What follows belongs to an exercise in optimizing a design on an open flow for small area; a production flow would make more cautious choices.
Only simulation tests tie the RTL to the original design; equivalence was not proved.
The flow treats the clock pin as an ideal source, which a real chip does not have.

## filt_ppd
module filt_ppd (
  input  wire               i_rst_an,    
  input  wire               i_ena,       
  input  wire               i_clk,       
  input  wire signed [5:0]  i_data,      
  output wire signed [27:0] o_data,      
  output wire               o_sclk       
);
  localparam [25:0] c_k30 = 26'h2ea0000;
  localparam [25:0] c_k31 = 26'h1600000;
  reg  [4:0]  r_k;
  reg         r_sclk;
  reg  [25:0] r_acc_a;
  reg  [25:0] r_acc_b;
  wire [5:0] w_x = i_data & {6{i_ena}};
  wire [6:0] w_xe = {w_x, 1'b0};
  wire [2:0] w_one, w_two, w_neg, w_nneg;
  genvar i;
  generate
    for (i = 0; i < 3; i = i + 1) begin: g_booth
      assign w_one[i]  = w_xe[2*i+1] ^ w_xe[2*i];
      assign w_two[i]  = (w_xe[2*i+2] & ~w_xe[2*i+1] & ~w_xe[2*i]) |
                         (~w_xe[2*i+2] & w_xe[2*i+1] & w_xe[2*i]);
      assign w_neg[i]  = w_xe[2*i+2];
      assign w_nneg[i] = i_ena & ~w_xe[2*i+2];
    end
  endgenerate
  reg  [4:0] w_k_nxt;
  reg        w_first, w_last, w_rst_st;
  always @(*) begin
  ...
Size: about 800 cells after synthesis, roughly 38 I/O pins, roughly 0.0066 mm² of cells after synthesis.
clock: 25.0 ns
lec_check: 0
cap_margin: 20
core_margin: 2
core_utilization: 40
slew_margin: 20
synth_hierarchical: 1
synth_minimum_keep_size: 0
standard.sh (not shown) runs the stock make flow with config.mk's settings and CLKGATE_MAP_FILE= SYNTH_SCRIPT=/design/flow/synth_recipe.tcl, a recipe that flattens the netlist after the stock synthesis.
==> flow/flow/run.sh <==
#!/bin/bash
# Own layout flow: the standard synthesis, then an area re-mapping of the
# combinational logic between the registers and adder cells (registers, full
# and half adders are kept as they are, with their names), then the standard flow's
# standard layout with smaller port buffers and a clock tree without dummy loads.
# Each tool's full output goes to a log file of its own in this folder.
set -euo pipefail
W=$(pwd)
export PLATFORM_LIB=$FLOW_HOME/platforms/$FLOW_PLATFORM/lib/sky130_fd_sc_hd__tt_025C_1v80.lib
R=$W/orfs/results/$FLOW_PLATFORM/filt_ppd/base
L=$W/orfs/logs/$FLOW_PLATFORM/filt_ppd/base

# 1. standard synthesis
bash standard.sh synth > $W/log_1_synth.log 2>&1

# 2. re-map the combinational logic for area
cp $R/1_2_yosys.v $W/synth_standard.v
DONT_USE=$(grep -o -- '-dont_use [^ ]*' $L/1_2_yosys.log | sort -u | tr '\n' ' ')
export REOPT_IN=$W/synth_standard.v
export REOPT_OUT=$W/synth_reopt.v
export REOPT_DONT_USE="$DONT_USE"
export REOPT_SCRIPT=$W/flow/abc_area.script
yosys -c $W/flow/reopt.tcl > $W/log_2_reopt.log 2>&1
cp $W/synth_reopt.v $R/1_2_yosys.v
rm -f $R/1_synth.odb $R/1_synth.sdc

# 3. layout
bash standard.sh finish \
  "BUFFER_PORTS_ARGS=-buffer_cell sky130_fd_sc_hd__buf_1" \
  "CTS_ARGS=-repair_clock_nets -dont_use_dummy_load -buf_list sky130_fd_sc_hd__clkbuf_16 -root_buf sky130_fd_sc_hd__clkbuf_16" \
  > $W/log_3_layout.log 2>&1
==> flow/flow/abc_area.script <==
strash
dch -f
amap
topo
==> flow/flow/reopt.tcl <==
# Re-map the combinational logic of the standard synthesis netlist for area.
# Registers, full and half adders stay as they are (blackboxes, same instance names).
yosys -import
set lib $::env(PLATFORM_LIB)
read_liberty -ignore_miss_func $lib
read_verilog $::env(REOPT_IN)
hierarchy -top $::env(FLOW_TOP)
setattr -mod -set blackbox 1 sky130_fd_sc_hd__fa_* sky130_fd_sc_hd__ha_* sky130_fd_sc_hd__df*
tee -o $::env(REOPT_OUT).before.stat stat -liberty $lib
flatten
yosys rename -hide w:*.*
hierarchy -top $::env(FLOW_TOP)
opt_clean -purge
abc -liberty $lib {*}$::env(REOPT_DONT_USE) -script $::env(REOPT_SCRIPT)
read_liberty -lib -ignore_redef $lib
setundef -zero
splitnets
opt_clean -purge
hilomap -singleton -hicell sky130_fd_sc_hd__conb_1 HI -locell sky130_fd_sc_hd__conb_1 LO
insbuf -buf sky130_fd_sc_hd__buf_1 A X
opt_clean -purge
check -assert
tee -o $::env(REOPT_OUT).after.stat stat -liberty $lib
write_verilog -noattr -nohex -nodec $::env(REOPT_OUT)
Next try:
--- a/flow/flow/run.sh
+++ b/flow/flow/run.sh
@@ -28,4 +28,4 @@
 bash standard.sh finish \
   "BUFFER_PORTS_ARGS=-buffer_cell sky130_fd_sc_hd__buf_1" \
-  "CTS_ARGS=-repair_clock_nets -dont_use_dummy_load -buf_list sky130_fd_sc_hd__clkbuf_16 -root_buf sky130_fd_sc_hd__clkbuf_16" \
+  "CTS_ARGS=-sink_clustering_enable -repair_clock_nets -dont_use_dummy_load -buf_list sky130_fd_sc_hd__clkbuf_8 -sink_clustering_size 30 -sink_clustering_max_diameter 150" \
   > $W/log_3_layout.log 2>&1
Setup slack stays flat.
Worst hold slack improved by 0.0045 ns.

========
== P ==
filt_ppd again, from the RTL that the note above started with.
make LEC_CHECK=0 CAP_MARGIN=20 CORE_MARGIN=2 CORE_UTILIZATION=40 CTS_BUF_LIST=sky130_fd_sc_hd__clkbuf_8 CTS_CLUSTER_DIAMETER=200 CTS_CLUSTER_SIZE=60 SLEW_MARGIN=20 SYNTH_HIERARCHICAL=1 SYNTH_MINIMUM_KEEP_SIZE=0 finish   # period 25.0 ns
run.sh (not shown) runs the stock make flow with config.mk's settings and CLKGATE_MAP_FILE= SYNTH_SCRIPT=/design/flow/synth_recipe.tcl, a recipe that flattens the netlist after the stock synthesis.
Stock flow here: none of the scripts above is used.
Input changes introduced in Q (baseline for comparison: P):
# P
export LEC_CHECK = 0
export CAP_MARGIN = 20
export CORE_MARGIN = 2
export CORE_UTILIZATION = 40
export CTS_BUF_LIST = sky130_fd_sc_hd__clkbuf_8
export CTS_CLUSTER_DIAMETER = 200
export CTS_CLUSTER_SIZE = 60
export SLEW_MARGIN = 20
export SYNTH_HIERARCHICAL = 1
export SYNTH_MINIMUM_KEEP_SIZE = 0
create_clock -name core_clock -period 25.0 [get_ports {i_clk}]
# Q
export LEC_CHECK = 0
export CAP_MARGIN = 20
export CORE_MARGIN = 2
export CORE_UTILIZATION = 40
export SLEW_MARGIN = 20
export SYNTH_HIERARCHICAL = 1
export SYNTH_MINIMUM_KEEP_SIZE = 0
create_clock -name core_clock -period 25.0 [get_ports {i_clk}]
==> flow/flow/run.sh (new file) <==
#!/bin/bash
# Own layout flow: the standard synthesis, then an area re-mapping of the
# combinational logic between the registers and adder cells (registers, full
# and half adders are kept as they are, with their names), then the standard flow's
# standard layout with smaller port buffers and a clock tree without dummy loads.
# Each tool's full output goes to a log file of its own in this folder.
set -euo pipefail
W=$(pwd)
export PLATFORM_LIB=$FLOW_HOME/platforms/$FLOW_PLATFORM/lib/sky130_fd_sc_hd__tt_025C_1v80.lib
R=$W/orfs/results/$FLOW_PLATFORM/filt_ppd/base
L=$W/orfs/logs/$FLOW_PLATFORM/filt_ppd/base

# 1. standard synthesis
bash standard.sh synth > $W/log_1_synth.log 2>&1

# 2. re-map the combinational logic for area
cp $R/1_2_yosys.v $W/synth_standard.v
DONT_USE=$(grep -o -- '-dont_use [^ ]*' $L/1_2_yosys.log | sort -u | tr '\n' ' ')
export REOPT_IN=$W/synth_standard.v
export REOPT_OUT=$W/synth_reopt.v
export REOPT_DONT_USE="$DONT_USE"
export REOPT_SCRIPT=$W/flow/abc_area.script
yosys -c $W/flow/reopt.tcl > $W/log_2_reopt.log 2>&1
cp $W/synth_reopt.v $R/1_2_yosys.v
rm -f $R/1_synth.odb $R/1_synth.sdc

# 3. layout
bash standard.sh finish \
  "BUFFER_PORTS_ARGS=-buffer_cell sky130_fd_sc_hd__buf_1" \
  "CTS_ARGS=-sink_clustering_enable -repair_clock_nets -dont_use_dummy_load -buf_list sky130_fd_sc_hd__clkbuf_8 -sink_clustering_size 64 -sink_clustering_max_diameter 400" \
  > $W/log_3_layout.log 2>&1
==> flow/flow/abc_area.script (new file) <==
strash
dch -f
amap
topo
==> flow/flow/reopt.tcl (new file) <==
# Re-map the combinational logic of the standard synthesis netlist for area.
# Registers, full and half adders stay as they are (blackboxes, same instance names).
yosys -import
set lib $::env(PLATFORM_LIB)
read_liberty -ignore_miss_func $lib
read_verilog $::env(REOPT_IN)
hierarchy -top $::env(FLOW_TOP)
setattr -mod -set blackbox 1 sky130_fd_sc_hd__fa_* sky130_fd_sc_hd__ha_* sky130_fd_sc_hd__df*
tee -o $::env(REOPT_OUT).before.stat stat -liberty $lib
flatten
yosys rename -hide w:*.*
hierarchy -top $::env(FLOW_TOP)
opt_clean -purge
abc -liberty $lib {*}$::env(REOPT_DONT_USE) -script $::env(REOPT_SCRIPT)
read_liberty -lib -ignore_redef $lib
setundef -zero
splitnets
opt_clean -purge
hilomap -singleton -hicell sky130_fd_sc_hd__conb_1 HI -locell sky130_fd_sc_hd__conb_1 LO
insbuf -buf sky130_fd_sc_hd__buf_1 A X
opt_clean -purge
check -assert
tee -o $::env(REOPT_OUT).after.stat stat -liberty $lib
write_verilog -noattr -nohex -nodec $::env(REOPT_OUT)
==> flow/standard.sh (new file) <==
#!/bin/bash
# synth_recipe.tcl (not shown) runs the flow's synth.tcl, then flattens the netlist and writes it again
# the make line also repeats each setting of config.mk as NAME=value (left out here)
make -C /OpenROAD-flow-scripts/flow DESIGN_CONFIG=/design/flow/config.mk WORK_HOME=/design/flow/orfs CLKGATE_MAP_FILE= SYNTH_SCRIPT=/design/flow/synth_recipe.tcl "${@:-finish}"
removed: flow/run.sh
==> comparison <==
Q completed; timing, DRC and antenna clean
Compared with P, placement density in the core of Q is higher.
When Q is measured against P, its number of nets produced by synthesis turns out 1.1% higher.
Maximum fanout count along the critical path, P and Q: higher on P
P reports its cell at the slowest stage of the critical path as fa_1 while Q reports clkinv_1.
Of P and Q, the run reporting the lower part of the cycle the worst path needs was P.
Sort P and Q by sequential share of layout area asc -> top: P
Compared with P, Q shows share of final-layout standard cells stronger than drive strength 1 lower by 4.0 points.
Number of signal-net buffers in the layout (Q over P): decrease, 2
Taking P as 1.0, Q lands at 0.905 on area enclosed by the die boundary.
Diff Q..P | global routing usage on met3 | negligible
## Diff of input files: R against Q
-- flow/flow/run.sh --
<<< Q, line 28
bash standard.sh finish \
  "BUFFER_PORTS_ARGS=-buffer_cell sky130_fd_sc_hd__buf_1" \
  "CTS_ARGS=-sink_clustering_enable -repair_clock_nets -dont_use_dummy_load -buf_list sky130_fd_sc_hd__clkbuf_8 -sink_clustering_size 64 -sink_clustering_max_diameter 400" \
  > $W/log_3_layout.log 2>&1
>>> R, line 28
bash standard.sh finish \
  "BUFFER_PORTS_ARGS=-buffer_cell sky130_fd_sc_hd__buf_1" \
  "CTS_ARGS=-sink_clustering_enable -repair_clock_nets -dont_use_dummy_load -root_buf sky130_fd_sc_hd__clkbuf_8 -buf_list sky130_fd_sc_hd__clkbuf_4" \
  > $W/log_3_layout.log 2>&1
[summary]
Re average wire per cell in the routed design: no difference whatsoever between R and Q.
R vs. Q: flip-flop and latch count held; post-synthesis instance total ~0 delta.
The inputs of S differ from those of R as listed below.
# R
export LEC_CHECK = 0
export CAP_MARGIN = 20
export CORE_MARGIN = 2
export CORE_UTILIZATION = 40
export SLEW_MARGIN = 20
export SYNTH_HIERARCHICAL = 1
export SYNTH_MINIMUM_KEEP_SIZE = 0
create_clock -name core_clock -period 25.0 [get_ports {i_clk}]
# S
export LEC_CHECK = 0
export CAP_MARGIN = 20
export CORE_MARGIN = 2
export CORE_UTILIZATION = 40
export CTS_BUF_LIST = sky130_fd_sc_hd__clkbuf_4
export CTS_CLUSTER_DIAMETER = 100
export CTS_CLUSTER_SIZE = 30
export SLEW_MARGIN = 20
export SYNTH_HIERARCHICAL = 1
export SYNTH_MINIMUM_KEEP_SIZE = 0
create_clock -name core_clock -period 25.0 [get_ports {i_clk}]
==> flow/run.sh (new file) <==
#!/bin/bash
# synth_recipe.tcl (not shown) runs the flow's synth.tcl, then flattens the netlist and writes it again
# the make line also repeats each setting of config.mk as NAME=value (left out here)
make -C /OpenROAD-flow-scripts/flow DESIGN_CONFIG=/design/flow/config.mk WORK_HOME=/design/flow/orfs CLKGATE_MAP_FILE= SYNTH_SCRIPT=/design/flow/synth_recipe.tcl finish
removed: flow/flow/run.sh
removed: flow/flow/abc_area.script
removed: flow/flow/reopt.tcl
removed: flow/standard.sh
--- outcome ---
Comparing S and R, design area is higher on S.
The global routing met1 resource utilization number comes out lower for S vs R.
Between R and S, number of buffers other than clock buffers in the final layout increased.
Final hold slack was lower in S than in R.
Compared with R, S shows final routed wirelength across all metal layers that has gone up by a few percent.
Changes observed in S relative to R: final worst-path setup slack now sits higher; utilization decreased 1.1 points; path length in cells of the critical path shrank by 2.
Modified inputs, T compared to S
# S
export LEC_CHECK = 0
export CAP_MARGIN = 20
export CORE_MARGIN = 2
export CORE_UTILIZATION = 40
export CTS_BUF_LIST = sky130_fd_sc_hd__clkbuf_4
export CTS_CLUSTER_DIAMETER = 100
export CTS_CLUSTER_SIZE = 30
export SLEW_MARGIN = 20
export SYNTH_HIERARCHICAL = 1
export SYNTH_MINIMUM_KEEP_SIZE = 0
create_clock -name core_clock -period 25.0 [get_ports {i_clk}]
# T
export LEC_CHECK = 0
export CAP_MARGIN = 20
export CORE_MARGIN = 2
export CORE_UTILIZATION = 40
export SLEW_MARGIN = 20
export SYNTH_HIERARCHICAL = 1
export SYNTH_MINIMUM_KEEP_SIZE = 0
create_clock -name core_clock -period 25.0 [get_ports {i_clk}]
Findings:
- T completed; timing, DRC and antenna clean
- Summary of T over S: final core utilization increased 0.88 points, final worst-path setup slack decreased 89 ps.
- Maximum frequency, T vs S: down slightly
- Slew of the pin with the lowest slew margin was lower in S than in T.
- Met2 track demand over resource in global routing (lower): S

========
Starting RTL as in the previous note.
export LEC_CHECK = 0
export CAP_MARGIN = 20
export CORE_MARGIN = 2
export CORE_UTILIZATION = 40
export SLEW_MARGIN = 20
export SYNTH_HIERARCHICAL = 1
export SYNTH_MINIMUM_KEEP_SIZE = 0
create_clock -name core_clock -period 25.0 [get_ports {i_clk}]
standard.sh (not shown) runs the stock make flow with config.mk's settings and CLKGATE_MAP_FILE= SYNTH_SCRIPT=/design/flow/synth_recipe.tcl, a recipe that flattens the netlist after the stock synthesis.
==> flow/flow/run.sh <==
#!/bin/bash
# Own layout flow: the standard synthesis, then an area re-mapping of the
# combinational logic between the registers and adder cells (registers, full
# and half adders are kept as they are, with their names; adder cells with an
# unused output become the plain gate they reduce to), then the standard
# layout with smaller port buffers, a clock tree without dummy loads, and
# smaller leaf clock buffers where the clock slew allows.
# Each tool's full output goes to a log file of its own in this folder.
set -euo pipefail
W=$(pwd)
export PLATFORM_LIB=$FLOW_HOME/platforms/$FLOW_PLATFORM/lib/sky130_fd_sc_hd__tt_025C_1v80.lib
R=$W/orfs/results/$FLOW_PLATFORM/filt_ppd/base
L=$W/orfs/logs/$FLOW_PLATFORM/filt_ppd/base

# 1. standard synthesis
bash standard.sh synth > $W/log_1_synth.log 2>&1

# 2. re-map the combinational logic for area
cp $R/1_2_yosys.v $W/synth_standard.v
DONT_USE=$(grep -o -- '-dont_use [^ ]*' $L/1_2_yosys.log | sort -u | tr '\n' ' ')
python3 $W/flow/prep.py $W/synth_standard.v $W/synth_prep.v > $W/log_2_prep.log 2>&1
export REOPT_IN=$W/synth_prep.v
export REOPT_OUT=$W/synth_reopt.v
export REOPT_DONT_USE="$DONT_USE"
export REOPT_SCRIPT=$W/flow/abc_area.script
yosys -c $W/flow/reopt.tcl > $W/log_2_reopt.log 2>&1
cp $W/synth_reopt.v $R/1_2_yosys.v
rm -f $R/1_synth.odb $R/1_synth.sdc

# 3. layout up to the clock tree
ARGS=("BUFFER_PORTS_ARGS=-buffer_cell sky130_fd_sc_hd__buf_1"
      "CTS_ARGS=-sink_clustering_enable -repair_clock_nets -dont_use_dummy_load -buf_list sky130_fd_sc_hd__clkbuf_8 -sink_clustering_size 30 -sink_clustering_max_diameter 150")
bash standard.sh "${ARGS[@]}" cts > $W/log_3_layout_cts.log 2>&1

# 4. smaller leaf clock buffers where the clock pins they drive keep a low slew
RESULTS=$R CLK_SLEW_LIMIT=0.095 openroad -no_init -exit $W/flow/clk_resize.tcl > $W/log_4_clk_resize.log 2>&1

# 5. rest of the layout
bash standard.sh "${ARGS[@]}" finish > $W/log_5_layout.log 2>&1
Other scripts of this flow, unchanged in this note and not shown: flow/flow/abc_area.script, flow/flow/clk_resize.tcl, flow/flow/prep.py, flow/flow/reopt.tcl
The starting point completed with no timing, DRC or antenna violations.
Edit:
- CAP_MARGIN: 20 -> 0
- GPL_TIMING_DRIVEN: not set -> 0
- SLEW_MARGIN: 20 -> 0
Wire length stays flat.
Die area is unchanged.
Area after synthesis stays the same.
Cell area goes up by about 0.45%.

-- what the ideal ports hide --
No port has a modelled driver above. Below, the same layouts with a new extraction and two added sets of constraints.
Step 1 (the two cells are an assumption about what drives the block):
set clk [get_ports {i_clk}]
set_driving_cell -lib_cell sky130_fd_sc_hd__clkbuf_16 $clk
set_driving_cell -lib_cell sky130_fd_sc_hd__buf_2 [delete_from_list [all_inputs] $clk]
Step 2 moves the port delays by t, midway between the first and last clock arrival at a register: inputs arrive t later, outputs are due t later. That takes back most of the time a late clock gives input paths.
Three values: no drivers, after step 1, after step 2; two values: the first two.
run	t, ns	slack for setup (ns)	worst setup path after step 2	worst register clock-pin slew, ns	pins driven straight from the clock port
the first run of note 1	0.380	8.676 / 8.696 / 8.317	input to register	0.06 / 0.06	1
the second run of note 1	0.395	8.678 / 8.691 / 8.297	input to register	0.07 / 0.07	1
P	0.399	9.637 / 9.650 / 9.252	input to register	0.07 / 0.07	1
Q	0.395	8.678 / 8.691 / 8.297	input to register	0.07 / 0.07	1
R	0.395	8.678 / 8.691 / 8.297	input to register	0.07 / 0.07	1
S	0.468	9.719 / 9.730 / 9.263	input to register	0.12 / 0.12	1
T	0.385	9.630 / 9.648 / 9.263	input to register	0.06 / 0.06	1
the first run of note 3	0.386	9.604 / 9.615 / 9.229	input to register	0.08 / 0.08	1
the second run of note 3	0.383	9.241 / 9.252 / 8.869	input to register	0.08 / 0.08	1
After both steps setup and hold are still met in every run listed. For S, which loses most, drivers alone change the setup slack by +0.011 ns; drivers and shift together by -0.456 ns.
